From an optimization exercise on the open Yosys and OpenROAD flow, aimed at small area, a short achievable clock period and few clock cycles; shortcuts taken in it are not production practice. The RTL was checked by simulation tests, not by an equivalence proof against the original design.

## flow/design.v (module list and top-level ports; edited modules follow where they fit)
// module MandelbrotGen: 7509 lines
// module mfa: 4 lines
// module mha: 4 lines
// module mnor2: 3 lines
// module mnand2: 3 lines
module MandelbrotGen(
		input Clk_100M,           
		input  [4:0]BTNS,         
		input  SW0,               
		input  SW15,              
		output reg [18:0] addrA,  
		output reg [11:0] dinA,   
		output reg wea            
    );
  // ...
==> flow/flow/run.sh <==
#!/bin/bash
# Layout flow: the standard synthesis (standard.sh synth), then the
# standard ORFS layout steps (standard.sh's make command) with these changes:
#  - the resizer's timing repair aims for a larger setup slack margin, so that
#    it shortens the critical paths below the clock period;
#  - extra ORFS variables given in EXTRA below.
# Each tool's output goes to a log file in this folder.
set -euo pipefail
MARGIN=7.5
EXTRA='BUFFER_PORTS_ARGS="-buffer_cell sky130_fd_sc_hd__buf_2"'
bash standard.sh synth > synth.log 2>&1
sed -e "s/SETUP_SLACK_MARGIN=[0-9.]*/SETUP_SLACK_MARGIN=$MARGIN/" \
    -e "s|\"\${@:-finish}\"|$EXTRA \"\${@:-finish}\"|" standard.sh > layout.sh
bash layout.sh > layout.log 2>&1
==> flow/standard.sh <==
#!/bin/bash
# synth_recipe.tcl (not shown) runs the flow's synth.tcl, then flattens the netlist and writes it again
# the make line also repeats each setting of config.mk as NAME=value (left out here)
make -C /OpenROAD-flow-scripts/flow DESIGN_CONFIG=/design/flow/config.mk WORK_HOME=/design/flow/orfs CLKGATE_MAP_FILE= SYNTH_SCRIPT=/design/flow/synth_recipe.tcl "${@:-finish}"
==> flow/config.mk <==
export PLATFORM = sky130hd
export DESIGN_NAME = MandelbrotGen
export DESIGN_NICKNAME = MandelbrotGen
export VERILOG_FILES = /design/flow/design.v
export SDC_FILE = /design/flow/constraint.sdc
export NUM_CORES = 8
export LEC_CHECK = 0
export ABC_AREA = 1
export CAP_MARGIN = 70
export CORE_MARGIN = 2
export CORE_UTILIZATION = 40
export SETUP_SLACK_MARGIN = 5
export SLEW_MARGIN = 70
export SYNTH_HIERARCHICAL = 1
export SYNTH_MINIMUM_KEEP_SIZE = 0
export TNS_END_PERCENT = 0
==> flow/constraint.sdc <==
create_clock -name core_clock -period 11.0 [get_ports {Clk_100M}]
set_input_delay 2.2000 -clock core_clock [delete_from_list [all_inputs] [get_ports {Clk_100M}]]
set_output_delay 2.2000 -clock core_clock [all_outputs]
set_load 0.01 [all_outputs]
==> run notes, run 1 <==
Summed over all instances, the cell type with the most area after synthesis is sky130_fd_sc_hd__fa_1. Pin placement for this block handled 40 I/O pins. The total routing usage reported by global routing came out at between 20 and 25%.

The min-delay analysis places its worst path in the category flop to flop. The flow ran to the end and the layout has no timing, DRC or antenna violations. Clock-pin slew was measured on the worst setup and hold paths at 60 ps. The pre-CTS worst setup slack is 6485 ps.

The endpoint arrival time on the critical path came out at ~4500 ps. Counting instances in the post-synthesis netlist gives the leading cell types as 1669 x sky130_fd_sc_hd__fa_1, 1644 x sky130_fd_sc_hd__nor2_1, 1548 x sky130_fd_sc_hd__nand2_1, 1130 x sky130_fd_sc_hd__dfxtp_1, 732 x sky130_fd_sc_hd__xor2_1. The layout net count came out at 13450. The summed negative setup slack over all endpoints came out at 0 ps. The clock insertion delay at the later pin of the skew report is about 800 ps. The routed wire length on met3 came out at between 20000 and 30000 µm. Setup repair after global routing could not meet its margin everywhere. The root buffer cell chosen for the clock tree is sky130_fd_sc_hd__clkbuf_16. The area occupied by registers is 25510 µm². Tracing the worst setup path back leads to its startpoint at zi1d[6]. Based on the critical path, the design can be clocked at up to 258.5 MHz.

The most critical setup path has its endpoint at cutd_q[80]. Yosys printed 7 warnings. The fraction of the cycle the final worst path needs came out at between 30% and 40%. The mapped cell area came out at slightly above 100000 µm². Traced cell by cell, the critical path runs through nor2_1 -> nor2_2 -> clkinv_4 -> o22ai_2 -> xor2_1 -> fa_2 -> fa_2 -> fa_2 -> fa_2 -> ha_1.

The highest layer touched by signal routing is met5. The fraction of area in clock buffers and inverters is 4.062%. The residual overflow from global routing is 0. The die is a little over 500 µm tall. The horizontal die dimension is 509.8 µm. Cells fill about 46% of the core in the end.
Testbench counts, summed over its fixed seeds: cycles 2,839,990.
==> run 2, diff against run 1 <==
--- a/flow/config.mk
+++ b/flow/config.mk
@@ -11,2 +11,5 @@
 export CORE_UTILIZATION = 40
+export CTS_BUF_LIST = sky130_fd_sc_hd__clkbuf_8
+export CTS_CLUSTER_DIAMETER = 100
+export CTS_CLUSTER_SIZE = 10
 export SETUP_SLACK_MARGIN = 5
==> run notes, run 2 <==
The summed negative setup slack over all endpoints came out at 0 ps (unchanged). The timing startpoint of the critical path is zi1d[1]. The boundary pin count came to 40 (unchanged).

Across the run, the number of max-cap violations was 0. The clock insertion delay at the later pin of the skew report is 960 ps (+160 ps). The post-route DRC violation count is 0. The mapped cell area came out at 102300 µm² (unchanged). In this design, the largest share of critical-path delay is due to adder cells.

The initial antenna violation count was 21. The wire length of the first global-routing pass came out at 490300 µm. The count of pins over their slew limit came out at 0. The post-cts hold buffer count came out at 0. The number of cell rows came out at 185. The flow ran to the end and the layout has no timing, DRC or antenna violations. The post-synthesis sequential area ratio is 24.75%.

The post-synthesis register bit count came out at 1220. Summing the areas of all compound-gate instances in the mapped netlist gives 9.937% of the synthesized area. The placed instance count came out at 14190. The fraction of the cycle the final worst path needs came out at 34.97% (-0.20 points). The setup slack of the most critical reg-to-reg path is 7150 ps. The XOR/XNOR share of the synthesized area came out at 6.812%. The signal on the critical path passes through buf_12 -> nor2_1 -> nor2_2 -> clkinv_4 -> o22ai_1 -> xor2_1 -> fa_1 -> fa_1 -> fa_1 -> fa_2 -> ha_1.

The cell type of the slowest stage on the worst timing path is sky130_fd_sc_hd__fa_2. The number of clock buffers added by TritonCTS is 143. TritonCTS built the clock tree. The netlist uses 65 different library cells. Setup repair after global routing could not meet its margin everywhere. Once placement finished, the instance area stood at approximately 110000 µm². The setup skew after layout is 76.49 ps. The detail-routed via count per cell came out at 5.556. The area occupied by registers came out at 25560 µm² (+0.19%). The endpoint of the worst-slack reg-to-reg timing path is cutd_q[80]. The worst register-to-register path begins at zi1d[1]. Measured against the total synthesized area, the mux share comes to less than 1%. The simple-gate share of the synthesized area came out at around 15%. Among all flip-flop cells after synthesis, the most frequent one is sky130_fd_sc_hd__dfxtp_1.

The residual overflow from global routing came out at 0 (unchanged). The number of instances in the synthesized netlist is 10870. The most frequent cell on the critical path is sky130_fd_sc_hd__fa_1.

The required time of the worst setup path is 11830 ps. The post-route core utilization came out at 45.49% (-0.78 points).

The average instance in the mapped netlist occupies approximately 9.4 µm². The hold violation count in the final report came to 0. The CTS clock-pin slew for the worst setup and hold paths is 70 ps (about the same). The detail route stage leaves a number of antenna-violating nets equal to 0.

Sorting the synthesized cells by area gives the leading types as sky130_fd_sc_hd__fa_1 33%, sky130_fd_sc_hd__dfxtp_1 22%, sky130_fd_sc_hd__ha_1 6.8%. The congestion estimate from routability-driven global placement came to 0.9201. The final HPWL from detailed placement came out at 229800 µm. The share of flip-flops with an asynchronous set or reset is 0%. STA classifies the critical path endpoint as a flop. The number of buffers and inverters on the critical path is 2.

The minimum hold slack is 306.2 ps. The count of vias placed by the detailed router is 81470. The number of clock sinks seen by CTS came out at 1220. The library cells used most frequently in the layout, excluding fill and tap cells, are 1601 x sky130_fd_sc_hd__nor2_1, 1589 x sky130_fd_sc_hd__fa_1, 1506 x sky130_fd_sc_hd__nand2_1. The multi-input combinational cells in the finished layout cover a total of 74390 µm². For this block, the initial DRC count from the detailed router was 7567. Clock tree synthesis selected as its root buffer the cell sky130_fd_sc_hd__clkbuf_8. The critical path ends at cutd_q[80]. The number of buffer cells added on primary ports came out at 36. The adder and majority cell fraction of the synthesized area came out at 39.47%. The dominant combinational cell family by area after synthesis is adder cells.

The pin count of the biggest net entering global routing is 59. The core area is around 250000 µm². The logic depth of the worst register-to-register path is 11. The vertical die dimension is 509.8 µm (unchanged). The share of final-layout standard cells stronger than drive strength 1 came out at between 10% and 20%.

The fmax came to 260.0 MHz (+0.58%). The library cell with the highest instance count after synthesis is sky130_fd_sc_hd__fa_1. The H-tree was split into 4 levels. Relative to the synthesized area, the layout overhead comes to 12.98%. The layout net count came out at 13470 (+0.14%). The total of warnings raised by yosys came out at 7 (unchanged). The cell count along the critical path came out at 11. The fraction of post-synthesis cell area in the top cell type by area came out at 32.65%.

Before antenna repair, the detailed router went through 8 iterations. The final critical path time including I/O delays and setup is 3846 ps. The worst hold path begins at cr1b[14]. The area of the die is ~260000 µm².

Leaving out fill and tap cells, the most frequent cell in the layout is sky130_fd_sc_hd__nor2_1. The routed length per placed instance is 21.63 µm. STA classifies the critical path startpoint as a flop. The horizontal die dimension is 509.8 µm (unchanged). The initial standard-cell utilization of the core is about two fifths. The final number of setup-violating endpoints came out at 0.

The total routing usage reported by global routing is 24.22% (about the same). Of all nets on the critical path, the largest fanout is 13. The worst hold path belongs to the class flop to flop. The most area-hungry cell type in the Yosys netlist is sky130_fd_sc_hd__fa_1. The endpoint arrival time on the critical path came out at 4670 ps (+140 ps). The category of the most critical setup path is flop to flop. After routing the design area is 115600 µm². In this run the deepest clock path goes through 3 buffers.

The number of non-filler instances in the completed layout is 14660. The total length of routed wires is 317200 µm. The number of global-route vias before repair is 85410.

Counting the fill cells in the layout gives approximately 24000. The largest single stage delay on the critical path is 590 ps. The commonest cells after synthesis are 1669 x sky130_fd_sc_hd__fa_1, 1644 x sky130_fd_sc_hd__nor2_1, 1548 x sky130_fd_sc_hd__nand2_1, 1130 x sky130_fd_sc_hd__dfxtp_1, 732 x sky130_fd_sc_hd__xor2_1. Yosys mapped a number of flops with a built-in enable equal to 90.
run 2: cell counts after synthesis:
No cell type changed its count.
run 2: per-module statistics from Yosys, one instance, submodules excluded:
module / flip-flops and latches / cells inside / area (µm²)
mnand2: 0 / 1 / 3.754
mnor2: 0 / 1 / 3.754
mfa: 0 / 1 / 20.02
MandelbrotGen: 1220 / 7708 / 61780
mha: 0 / 1 / 12.51
run 2: stage by stage:
stage | setup slack [ps]
2_1_floorplan | 7412
3_3_place_gp | 6385
3_5_place_dp | 6485
4_1_cts | 7205
5_1_grt | 7090
6_report | 7154
run 2: cells by family (layout without fill, tap and decap cells):
logic type / after synthesis / count (layout)
other cells: 2 / 48
compound gates: 1742 / 1742
buf+inv: 1157 / 1539
mux: 8 / 8
simple gates: 3717 / 3718
fa+ha+maj: 2227 / 2227
xor+xnor: 795 / 795
flops: 1220 / 1220
run 2: area by class of cell:
class | instances | area share, %
Multi-Input combinational cell | 8529 | 64.34
Sequential cell | 1220 | 22.11
Timing Repair Buffer | 521 | 4.668
Tap cell | 3366 | 3.643
Inverter | 805 | 3.031
Clock buffer | 145 | 1.726
Clock inverter | 54 | 0.3799
Timing Repair inverter | 14 | 0.08766
Antenna cell | 9 | 0.01948
run 2: how the worst min path moves through the flow:
stage / endpoint / slack, ps / cells after the start
4_1_cts: cr2b[14] / 300 / 0
3_3_place_gp: n2d[5] / 310 / 0
3_5_place_dp: ci2b[2] / 310 / 0
6_report: cr2b[14] / 310 / 0
2_1_floorplan: ci2a[0] / 310 / 0
5_1_grt: cr2b[14] / 310 / 0
run 2: routing by layer:
metal	vias to the layer above	track usage, %	share of wire (%)	routed length, µm
met3	811	4.254	8.0	25280
met4	14	9.920	4.4	14100
li1	36230	-	-	-
met5	-	0	0.027	87
met1	40680	31.83	41	129900
met2	3732	39.48	47	147800
run 2: what timing repair did:
action	CTS	global route
resized for setup	307	194
endpoints found under the setup margin	525	492
pin swaps	90	81
gates cloned	20	8
setup buffers	184	52
==> run 3, diff against run 2 <==
--- a/flow/config.mk
+++ b/flow/config.mk
@@ -10,3 +10,3 @@
 export CORE_MARGIN = 2
-export CORE_UTILIZATION = 40
+export CORE_UTILIZATION = 55
 export CTS_BUF_LIST = sky130_fd_sc_hd__clkbuf_8
@@ -14,2 +14,3 @@
 export CTS_CLUSTER_SIZE = 10
+export PLACE_DENSITY = 0.7
 export SETUP_SLACK_MARGIN = 5
==> run notes, run 3 <==
The count of pins over their slew limit came out at 0 (unchanged). The minimum hold slack is 270.8 ps (-35.33 ps). The summed negative setup slack over all endpoints is 0 ps (unchanged).

The number of flops mapped to enable cells by yosys came to 90 (unchanged). The post-layout instance area came out at 115900 µm² (+0.24%). After synthesis, the largest family of logic cells by area is adder cells.

The adder and majority cell fraction of the synthesized area came to 39.47% (unchanged). The core area came to 185200 µm² (-27%). The vertical die dimension came out at 435.3 µm (-15%). The global routing stage identified its most utilized layer as met2. The share of flip-flops with an asynchronous set or reset came out at 0% (unchanged). The count of different cell masters after synthesis is 65 (unchanged).

The number of buffer cells added on primary ports came to 36 (unchanged). The number of buffers between clock root and the deepest sink was 3 (unchanged). The number of global-route vias before repair came to 86790 (+1.6%).

The detail-routed via count per cell came out at 6.078 (+9.4%). The count of vias placed by the detailed router is 84030 (+3.1%). The proportion of synthesized area in mux cells is 0.07825% (unchanged).

The final number of setup-violating endpoints came out at 0 (unchanged). Leaving out fill and tap cells, the most frequent cell in the layout is sky130_fd_sc_hd__nor2_1. The initial standard-cell utilization of the core is 55.24% (+15 points). The worst setup path is launched from a flop.

The routed length per placed instance came out at 23.27 µm (+7.6%). The startpoint identified for the worst register-to-register timing path is zi1c[3]. The layout net count is 13520 (+0.39%). The initial antenna violation count is 9 (-57%).

The CTS buffer count came out at 141 (-1.4%). The number of instances in the synthesized netlist is 10870 (unchanged). The final HPWL from detailed placement is 225900 µm (-1.7%). The number of clock sinks seen by CTS came out at 1220 (unchanged).

The residual overflow from global routing came to 0 (unchanged). By area the synthesized netlist is led by sky130_fd_sc_hd__fa_1 33%, sky130_fd_sc_hd__dfxtp_1 22%, sky130_fd_sc_hd__ha_1 6.8%. In this run the worst hold path is classified as flop to flop. The setup slack of the most critical reg-to-reg path came out at 7180 ps (+30 ps). The fraction of post-synthesis cell area in the top cell type by area is 32.65% (unchanged). The hold violation count in the final report came to 0 (unchanged).

The total number of H-tree levels is 4 (unchanged). Sorting the synthesized cells by how often they occur yields 1669 x sky130_fd_sc_hd__fa_1, 1644 x sky130_fd_sc_hd__nor2_1, 1548 x sky130_fd_sc_hd__nand2_1, 1130 x sky130_fd_sc_hd__dfxtp_1, 732 x sky130_fd_sc_hd__xor2_1.

The total of warnings raised by yosys came out at 7 (unchanged). The worst setup path is of the flop to flop kind.

The area of the die came to 189500 µm² (-27%). The critical path ends at cutc_q[97]. The setup skew after layout is 65.57 ps (-10.92 ps).

The CTS clock-pin slew for the worst setup and hold paths is 80 ps (about the same). The horizontal die dimension came out at 435.3 µm (-15%). The synthesized area per cell is 9.416 µm² (unchanged).

The share of final-layout standard cells stronger than drive strength 1 is 13.37% (+1.6 points). sky130_fd_sc_hd__fa_1 takes more of the synthesized area than any other cell. The count of routing violations after the opening detailed-route iteration is 9165 (+21%).

The post-synthesis sequential area ratio came to 24.75% (unchanged). The number of search-and-repair iterations in the first detailed-routing pass is 10 (+2). The most critical setup path has its startpoint at zi1c[3]. The final critical path time including I/O delays and setup came to 3819 ps (-27.09 ps).

The compound-gate portion of the synthesized area is 9.937% (unchanged). The met2 track utilization from global routing came out at 52.24% (+13 points). The simple-gate share of the synthesized area came out at 14.60% (unchanged).

TritonCTS built the clock tree. The post-route DRC violation count is 0 (unchanged).

The mapped cell area was 102300 µm² (unchanged). In the synthesized netlist the dominant register cell turns out to be sky130_fd_sc_hd__dfxtp_1. The placed instance area is 107500 µm² (-1.4%). The number of fill cells in the layout is 15040 (-38%). The final weighted congestion in routability-driven placement came out at 0.9677 (+5.2%). The post-detailed-route count of antenna-violating nets was 0 (unchanged). STA classifies the critical path endpoint as a flop. The endpoint arrival time on the critical path came out at 4690 ps (+20 ps). The XOR/XNOR share of the synthesized area came to 6.812% (unchanged). The number of cell rows came out at 158 (-15%).

The clock insertion delay at the later pin of the skew report came out at 1000 ps (+40 ps). The wire length of the first global-routing pass came out at 491200 µm (+0.17%). The fraction of the cycle the final worst path needs is 34.72% (-0.25 points).

The layout-stage area growth over the synthesis result came out at 13.26%. In this run the critical register-to-register path is captured at cutc_q[97]. The run finished with no timing, DRC or antenna violations. Setup repair after global routing could not meet its margin everywhere. The post-synthesis register bit count is 1220 (unchanged). The total length of routed wires is 321700 µm (+1.4%). The pin count of the biggest net entering global routing came out at 58 (-1.7%). The max-capacitance violation count is 0 (unchanged).

The library cells used most frequently in the layout, excluding fill and tap cells, are 1573 x sky130_fd_sc_hd__nor2_1, 1552 x sky130_fd_sc_hd__fa_1, 1497 x sky130_fd_sc_hd__nand2_1. The met1 routing resource usage after global routing is 43.32% (+11 points). The highest net fanout along the worst path was 6 (-7).

The required time of the worst setup path was 11870 ps (+40 ps). The met3 demand-to-capacity share in global routing was 7.526% (+3.3 points). The total routing usage reported by global routing is 33.22% (+9.0 points). The fmax came out at 261.8 MHz (+0.71%). The buffer cell driving the clock tree root is sky130_fd_sc_hd__clkbuf_8. The boundary pin count is 40 (unchanged).

The logic depth of the worst register-to-register path came to 12 (+1). The library cell with the highest instance count after synthesis is sky130_fd_sc_hd__fa_1.
run 3: cell count changes in the layout (fill, tap and decap cells not counted), moves of 21 or more:
cell	previous run	this run
sky130_fd_sc_hd__fa_1	1589	1552
sky130_fd_sc_hd__fa_2	80	117
sky130_fd_sc_hd__buf_12	39	75
sky130_fd_sc_hd__nor2_1	1601	1573
sky130_fd_sc_hd__dfxtp_4	37	64
sky130_fd_sc_hd__dfxtp_1	1017	995
sky130_fd_sc_hd__nor2_2	36	57
run 3: worst max-delay path, stage by stage (launching register included):
cell and delay [ps]:
sky130_fd_sc_hd__dfxtp_4 380, sky130_fd_sc_hd__buf_12 150, sky130_fd_sc_hd__nand2_2 100, sky130_fd_sc_hd__inv_1 90
sky130_fd_sc_hd__nor2_4 200, sky130_fd_sc_hd__clkinv_4 140, sky130_fd_sc_hd__o22ai_2 240, sky130_fd_sc_hd__xor2_2 130
sky130_fd_sc_hd__fa_2 420, sky130_fd_sc_hd__fa_1 550, sky130_fd_sc_hd__fa_2 460, sky130_fd_sc_hd__fa_2 360
sky130_fd_sc_hd__fa_1 480
run 3: timing repair:
action | 4_1_cts | 5_1_grt
gates resized for setup | 440 | 328
setup buffers | 191 | 105
gates cloned | 32 | 15
hold endpoints to repair | 0 | 0
pin swaps | 91 | 137
endpoints found under the setup margin | 486 | 438
hold buffers | 0 | 0
run 3: cells by family (layout without fill, tap and decap cells):
kind of cell,Yosys count,in the layout
adders and majority gates,2227,2227
AOI/OAI and AO/OA,1742,1742
muxes,8,8
other,2,47
xor gates and xnor gates,795,795
buffers and inverters,1157,1587
and+or+nand+nor,3717,3719
DFF,1220,1220
run 3: modules after synthesis, one instance, submodules excluded:
module,cells,flops+latches
mha,1,0
mfa,1,0
MandelbrotGen,7708,1220
mnor2,1,0
mnand2,1,0
run 3: how the worst min path moves through the flow:
stage	start	endpoint	slack, ps	cells past startpoint
2_1_floorplan	ci1a[0]	ci2a[0]	310	0
3_3_place_gp	cr1b[0]	cr2b[0]	310	0
3_5_place_dp	ci1a[13]	ci2a[13]	310	0
4_1_cts	ci1b[2]	ci2b[2]	280	0
5_1_grt	ci1b[2]	ci2b[2]	290	0
6_report	ci1b[2]	ci2b[2]	270	0
run 3: routing by layer:
layer  wire length, µm  up-vias
li1                  -    36370
met4             19160       14
met2            145300     4848
met3             32800     1268
met5                93        -
met1            124300    41520
run 3: cell type report:
| type | count | area, µm² | area share [%] |
|---|---|---|---|
| Tap cell | 2480 | 3103 | 2.677 |
| Timing Repair Buffer | 564 | 6246 | 5.389 |
| Clock inverter | 47 | 252.7 | 0.2181 |
| Sequential cell | 1220 | 25650 | 22.13 |
| Inverter | 805 | 3520 | 3.037 |
| Timing Repair inverter | 24 | 176.4 | 0.1522 |
| Antenna cell | 8 | 20.02 | 0.01727 |
| Multi-Input combinational cell | 8530 | 74900 | 64.63 |
| Clock buffer | 147 | 2023 | 1.746 |
run 3: metrics by stage:
| stage | utilization [%] | setup WS, ps | instances |
|---|---|---|---|
| finish | 62.57 | 7181 | 13830 |
| global route | 62.56 | 7137 | 13820 |
| CTS | 61.19 | 7275 | 13690 |
| detailed placement | 58.04 | 6498 | 13280 |
| global placement | 57.17 | 6362 | 13180 |
| floorplan | - | 7412 | 10910 |

[what the ideal ports hide]
The flow's constraints put no driver on any port. The routed layouts listed below were extracted and timed again, unchanged, in two steps.
Step 1 assumes that a clkbuf_16 drives the clock port and a buf_2 every other input.
Step 2 also shifts input and output timing later by t, the mid clock arrival at the registers, as if the neighbouring blocks saw the same clock.
a / b / c = no drivers / after step 1 / after step 2; a / b = the first two.
| run | t (ns) | setup slack, ns | worst setup path after step 2 | slew at the worst register clock pin (ns) | pins driven straight from the clock port |
|---|---|---|---|---|---|
| run 1 | 0.878 | 7.131 / 7.131 / 7.131 | register to register | 0.07 / 0.07 | 1 |
| run 2 | 1.005 | 7.154 / 7.154 / 7.154 | register to register | 0.10 / 0.10 | 1 |
| run 3 | 1.054 | 7.181 / 7.181 / 7.181 | register to register | 0.10 / 0.10 | 1 |
After both steps setup and hold are still met in every run listed.
